This design comes from an exercise in tuning for small area and a short achievable clock period on the open sky130 flow, not from production work.
Where RTL was checked, it was by simulation tests only, not by an equivalence proof against the original.
Power figures rest on the tool's default switching activity, not on a simulated workload.

==> module apb_master, before the edit <==
module apb_master (
  input PCLK,
  input PRESETn,
  input transfer,
  input read_write,
  input  [7:0] write_addr,
  input  [7:0] write_data,
  input  [7:0] read_addr,
  output [63:0] ins,         
  output reg [7:0] wdata,
  output [63:0] lo_n,        
  output reg [7:0] hi,       
  input  [7:0] rdata,
  output reg [7:0] read_data_out
);
  reg st1, st2, st3;         
  reg wr1, wr2, wr3;         
  reg wm;                    
  reg wm4;                   
  reg rd1, rd2, rd3;         
  reg [1:0] phase;           
  reg [7:0] addr;
  reg vis;                   
  reg [7:0] rhold;
  reg [7:0] rshadow;         
  wire idle  = ~(st1 | st2 | st3);
  wire start = idle & transfer;
  wire [7:0] addr_d = idle ? (read_write ? write_addr : read_addr) : addr;
  wire [1:0] phase_d = phase + 2'd1;
  always @(posedge PCLK or negedge PRESETn) begin
    if (!PRESETn) begin
      st1 <= 1'b0; st2 <= 1'b0; st3 <= 1'b0;
      wr1 <= 1'b0; wr2 <= 1'b0; wr3 <= 1'b0;
      wm  <= 1'b0;
      rd1 <= 1'b0; rd2 <= 1'b0; rd3 <= 1'b0;
    end else begin
      st1 <= start;
      st2 <= st1;
      st3 <= st2;
      wr1 <= start & read_write;
      wr2 <= wr1;
      wr3 <= wr2;
      wm  <= ((start & read_write) | wr1 | wr2) & (addr_d[1:0] == ~phase_d);
      rd1 <= start & ~read_write;
      rd2 <= rd1;
      rd3 <= rd2;
    end
  end
  wire wnow = wm | wm4;
  wire [15:0] ins_hi = {15'h0, wnow} << addr[7:4];
  wire [3:0]  ins_lo = 4'h1 << addr[3:2];
  genvar c, g;
  generate
    for (g = 0; g < 64; g = g + 1) begin : g_ins
      assign ins[g] = ins_hi[g / 4] & ins_lo[g % 4];
    end
  endgenerate
  wire [1:0]  place    = addr_d[1:0] + phase_d;
  wire [15:0] lo_dec_n = ~(16'h1 << {addr_d[4:2], place[1]});
  generate
    for (c = 0; c < 4; c = c + 1) begin : g_lo
      apb_lo_reg u_lo (.PCLK(PCLK), .d(lo_dec_n), .q_n(lo_n[16*c +: 16]));
    end
  endgenerate
  wire take1 = rd1 & vis;    
  wire take2 = rd2 & vis;    
  always @(posedge PCLK) begin
    phase <= phase + 2'd1;
    wm4   <= wr3 & (addr[1:0] == ~phase_d);
    addr  <= addr_d;
    if (idle)
      wdata <= write_data;
    hi    <= 8'h1 << addr_d[7:5];
    vis   <= ~place[0];
    if (take1 | take2)
      rhold <= rdata;
    if (rd3)
      rshadow <= rhold;
    read_data_out <= rd3 ? rhold : rshadow;
  end
endmodule
==> module apb_slave, before the edit <==
module apb_slave (
  input PCLK,
  input [63:0] ins,
  input [7:0]  wdata,
  input [63:0] lo_n,         
  input [7:0]  hi,
  output [7:0] rdata
);
  reg [2047:0] mem;
  genvar h, b, k, i;
  generate
    for (k = 0; k < 64; k = k + 1) begin : g_ring
      always @(posedge PCLK) begin
        mem[(4*k+0)*8 +: 8] <= ins[k] ? wdata : mem[(4*k+3)*8 +: 8];
        mem[(4*k+1)*8 +: 8] <= mem[(4*k+0)*8 +: 8];
        mem[(4*k+2)*8 +: 8] <= mem[(4*k+1)*8 +: 8];
        mem[(4*k+3)*8 +: 8] <= mem[(4*k+2)*8 +: 8];
      end
    end
    for (b = 0; b < 8; b = b + 1) begin : g_b
      wire [7:0] z;
      for (h = 0; h < 8; h = h + 1) begin : g_grp
        wire [7:0] t;
        wire [3:0] u;
        for (i = 0; i < 8; i = i + 1) begin : g_t
          rd_oai22 u_t (.a1(mem[(4*(8*h+i)+0)*8+b]), .a2(lo_n[16*(h/2)+2*i]),
                        .b1(mem[(4*(8*h+i)+2)*8+b]), .b2(lo_n[16*(h/2)+2*i+1]), .y(t[i]));
        end
        for (i = 0; i < 4; i = i + 1) begin : g_u
          rd_nor2 u_u (.a(t[2*i]), .b(t[2*i+1]), .y(u[i]));
        end
        rd_nand4 u_z (.a(u[0]), .b(u[1]), .c(u[2]), .d(u[3]), .y(z[h]));
      end
      wire [3:0] v;
      for (i = 0; i < 4; i = i + 1) begin : g_v
        rd_aoi22 u_v (.a1(z[2*i]), .a2(hi[2*i]), .b1(z[2*i+1]), .b2(hi[2*i+1]), .y(v[i]));
      end
      rd_and4 u_r (.a(v[0]), .b(v[1]), .c(v[2]), .d(v[3]), .y(rdata[b]));
    end
  endgenerate
endmodule
==> module apb_top, before the edit <==
module apb_top (
 input PCLK,
 input PRESETn,
 input transfer,
 input read_write,
 input  [7:0] write_addr,
 input  [7:0] write_data,
 input  [7:0] read_addr,
 output [7:0] read_data_out
);
 wire [63:0] ins;
 wire [7:0]  wdata;
 wire [63:0] lo_n;
 wire [7:0]  hi;
 wire [7:0]  rdata;
    apb_master master (
     .PCLK(PCLK), .PRESETn(PRESETn), .transfer(transfer), .read_write(read_write),
     .write_addr(write_addr), .write_data(write_data), .read_addr(read_addr),
     .ins(ins), .wdata(wdata), .lo_n(lo_n), .hi(hi),
     .rdata(rdata), .read_data_out(read_data_out)
    );
    apb_slave slave (
     .PCLK(PCLK), .ins(ins), .wdata(wdata), .lo_n(lo_n), .hi(hi), .rdata(rdata)
    );
endmodule
clock: 7.0 ns
lec_check: 0
cap_margin: 40
core_margin: 2
core_utilization: 60
cts_buf_list: sky130_fd_sc_hd__clkbuf_16
cts_cluster_diameter: 100
cts_cluster_size: 30
place_density: 0.7
setup_slack_margin: 4.5
slew_margin: 40
synth_hierarchical: 1
run.sh (not shown) runs the stock make flow with config.mk's settings and CLKGATE_MAP_FILE= SYNTH_SCRIPT=/design/flow/synth_recipe.tcl, a recipe that flattens the netlist after the stock synthesis.
The baseline completed without violations.
Edit:
--- a/flow/design.v
+++ b/flow/design.v
@@ -8,30 +8,25 @@
   input  [7:0] read_addr,
   output [63:0] ins,         
   output reg [7:0] wdata,
-  output [63:0] lo_n,        
+  output [31:0] lo_n,        
   output reg [7:0] hi,       
   input  [7:0] rdata,
   output reg [7:0] read_data_out
 );
   reg st1, st2, st3;         
   reg wr1, wr2, wr3;         
-  reg wm;                    
-  reg wm4;                   
+  reg wr4;                   
   reg rd1, rd2, rd3;         
   reg [1:0] phase;           
   reg [7:0] addr;
   reg vis;                   
   reg [7:0] rhold;
-  reg [7:0] rshadow;         
   wire idle  = ~(st1 | st2 | st3);
   wire start = idle & transfer;
-  wire [7:0] addr_d = idle ? (read_write ? write_addr : read_addr) : addr;
-  wire [1:0] phase_d = phase + 2'd1;
   always @(posedge PCLK or negedge PRESETn) begin
     if (!PRESETn) begin
       st1 <= 1'b0; st2 <= 1'b0; st3 <= 1'b0;
       wr1 <= 1'b0; wr2 <= 1'b0; wr3 <= 1'b0;
-      wm  <= 1'b0;
       rd1 <= 1'b0; rd2 <= 1'b0; rd3 <= 1'b0;
     end else begin
       st1 <= start;
@@ -40,13 +35,12 @@
       wr1 <= start & read_write;
       wr2 <= wr1;
       wr3 <= wr2;
-      wm  <= ((start & read_write) | wr1 | wr2) & (addr_d[1:0] == ~phase_d);
       rd1 <= start & ~read_write;
       rd2 <= rd1;
       rd3 <= rd2;
     end
   end
-  wire wnow = wm | wm4;
+  wire wnow = (wr1 | wr2 | wr3 | wr4) & (addr[1:0] == ~phase);
   wire [15:0] ins_hi = {15'h0, wnow} << addr[7:4];
   wire [3:0]  ins_lo = 4'h1 << addr[3:2];
   genvar c, g;
@@ -55,28 +49,27 @@
       assign ins[g] = ins_hi[g / 4] & ins_lo[g % 4];
     end
   endgenerate
-  wire [1:0]  place    = addr_d[1:0] + phase_d;
-  wire [15:0] lo_dec_n = ~(16'h1 << {addr_d[4:2], place[1]});
+  wire [1:0]  place    = addr[1:0] + phase + 2'd1;
+  wire [15:0] lo_dec_n = ~(16'h1 << {addr[4:2], place[1]});
   generate
-    for (c = 0; c < 4; c = c + 1) begin : g_lo
+    for (c = 0; c < 2; c = c + 1) begin : g_lo
       apb_lo_reg u_lo (.PCLK(PCLK), .d(lo_dec_n), .q_n(lo_n[16*c +: 16]));
     end
   endgenerate
-  wire take1 = rd1 & vis;    
   wire take2 = rd2 & vis;    
+  wire take3 = rd3 & vis;    
   always @(posedge PCLK) begin
     phase <= phase + 2'd1;
-    wm4   <= wr3 & (addr[1:0] == ~phase_d);
-    addr  <= addr_d;
-    if (idle)
+    wr4   <= wr3;
+    if (idle) begin
+      addr  <= read_write ? write_addr : read_addr;
       wdata <= write_data;
-    hi    <= 8'h1 << addr_d[7:5];
+    end
+    hi    <= 8'h1 << addr[7:5];
     vis   <= ~place[0];
-    if (take1 | take2)
+    if (take2 | take3)
       rhold <= rdata;
-    if (rd3)
-      rshadow <= rhold;
-    read_data_out <= rd3 ? rhold : rshadow;
+    read_data_out <= take3 ? rdata : rhold;
   end
 endmodule
 module apb_lo_reg (
@@ -91,7 +84,7 @@
   input PCLK,
   input [63:0] ins,
   input [7:0]  wdata,
-  input [63:0] lo_n,         
+  input [31:0] lo_n,         
   input [7:0]  hi,
   output [7:0] rdata
 );
@@ -112,8 +105,8 @@
         wire [7:0] t;
         wire [3:0] u;
         for (i = 0; i < 8; i = i + 1) begin : g_t
-          rd_oai22 u_t (.a1(mem[(4*(8*h+i)+0)*8+b]), .a2(lo_n[16*(h/2)+2*i]),
-                        .b1(mem[(4*(8*h+i)+2)*8+b]), .b2(lo_n[16*(h/2)+2*i+1]), .y(t[i]));
+          rd_oai22 u_t (.a1(mem[(4*(8*h+i)+0)*8+b]), .a2(lo_n[16*(h/4)+2*i]),
+                        .b1(mem[(4*(8*h+i)+2)*8+b]), .b2(lo_n[16*(h/4)+2*i+1]), .y(t[i]));
         end
         for (i = 0; i < 4; i = i + 1) begin : g_u
           rd_nor2 u_u (.a(t[2*i]), .b(t[2*i+1]), .y(u[i]));
@@ -155,7 +148,7 @@
 );
  wire [63:0] ins;
  wire [7:0]  wdata;
- wire [63:0] lo_n;
+ wire [31:0] lo_n;
  wire [7:0]  hi;
  wire [7:0]  rdata;
     apb_master master (
What happened:
- fmax came out higher by roughly a tenth
- utilization came out higher by 1.2 points
- synthesized area came out lower slightly
- cell area came out higher slightly
- count of clock-buffer cells in the layout came out higher by 2
- routed wire length came out lower by a few percent
- clock power came out lower slightly
- die area came out lower slightly
- final cell count came out lower slightly
- combinational power came out lower by well over a third
Function not checked in the first run of this note: the RTL went through the layout flow alone.

separate check: timing with driven ports:
No port has a modelled driver above. Below, the same layouts with a new extraction and two added sets of constraints. Step 1: set_driving_cell puts a clkbuf_16 on PCLK and a buf_2 on each other input, an assumption about the parent block. Step 2 times the ports against the registers' clock, not the clock port: input delays grow and output delays shrink by t, the midpoint of the rising clock arrivals with the driver on. Slacks: ideal ports / drivers / drivers and shift; pairs: ideal ports / drivers.
run	shift t [ns]	setup slack, ns	latest minus earliest clock arrival (ns)	slew at the worst register clock pin (ns)	cell pins on the clock port's net
the first run	0.754	4.206 / 4.136 / 3.783	0.045 / 0.046	0.12 / 0.12	1
the second run	0.738	4.473 / 4.403 / 4.095	0.037 / 0.037	0.12 / 0.12	1
After both steps setup and hold are still met in every run listed. The setup slack of the first run, which loses most, moves by -0.070 ns with the drivers and by -0.423 ns with both steps.
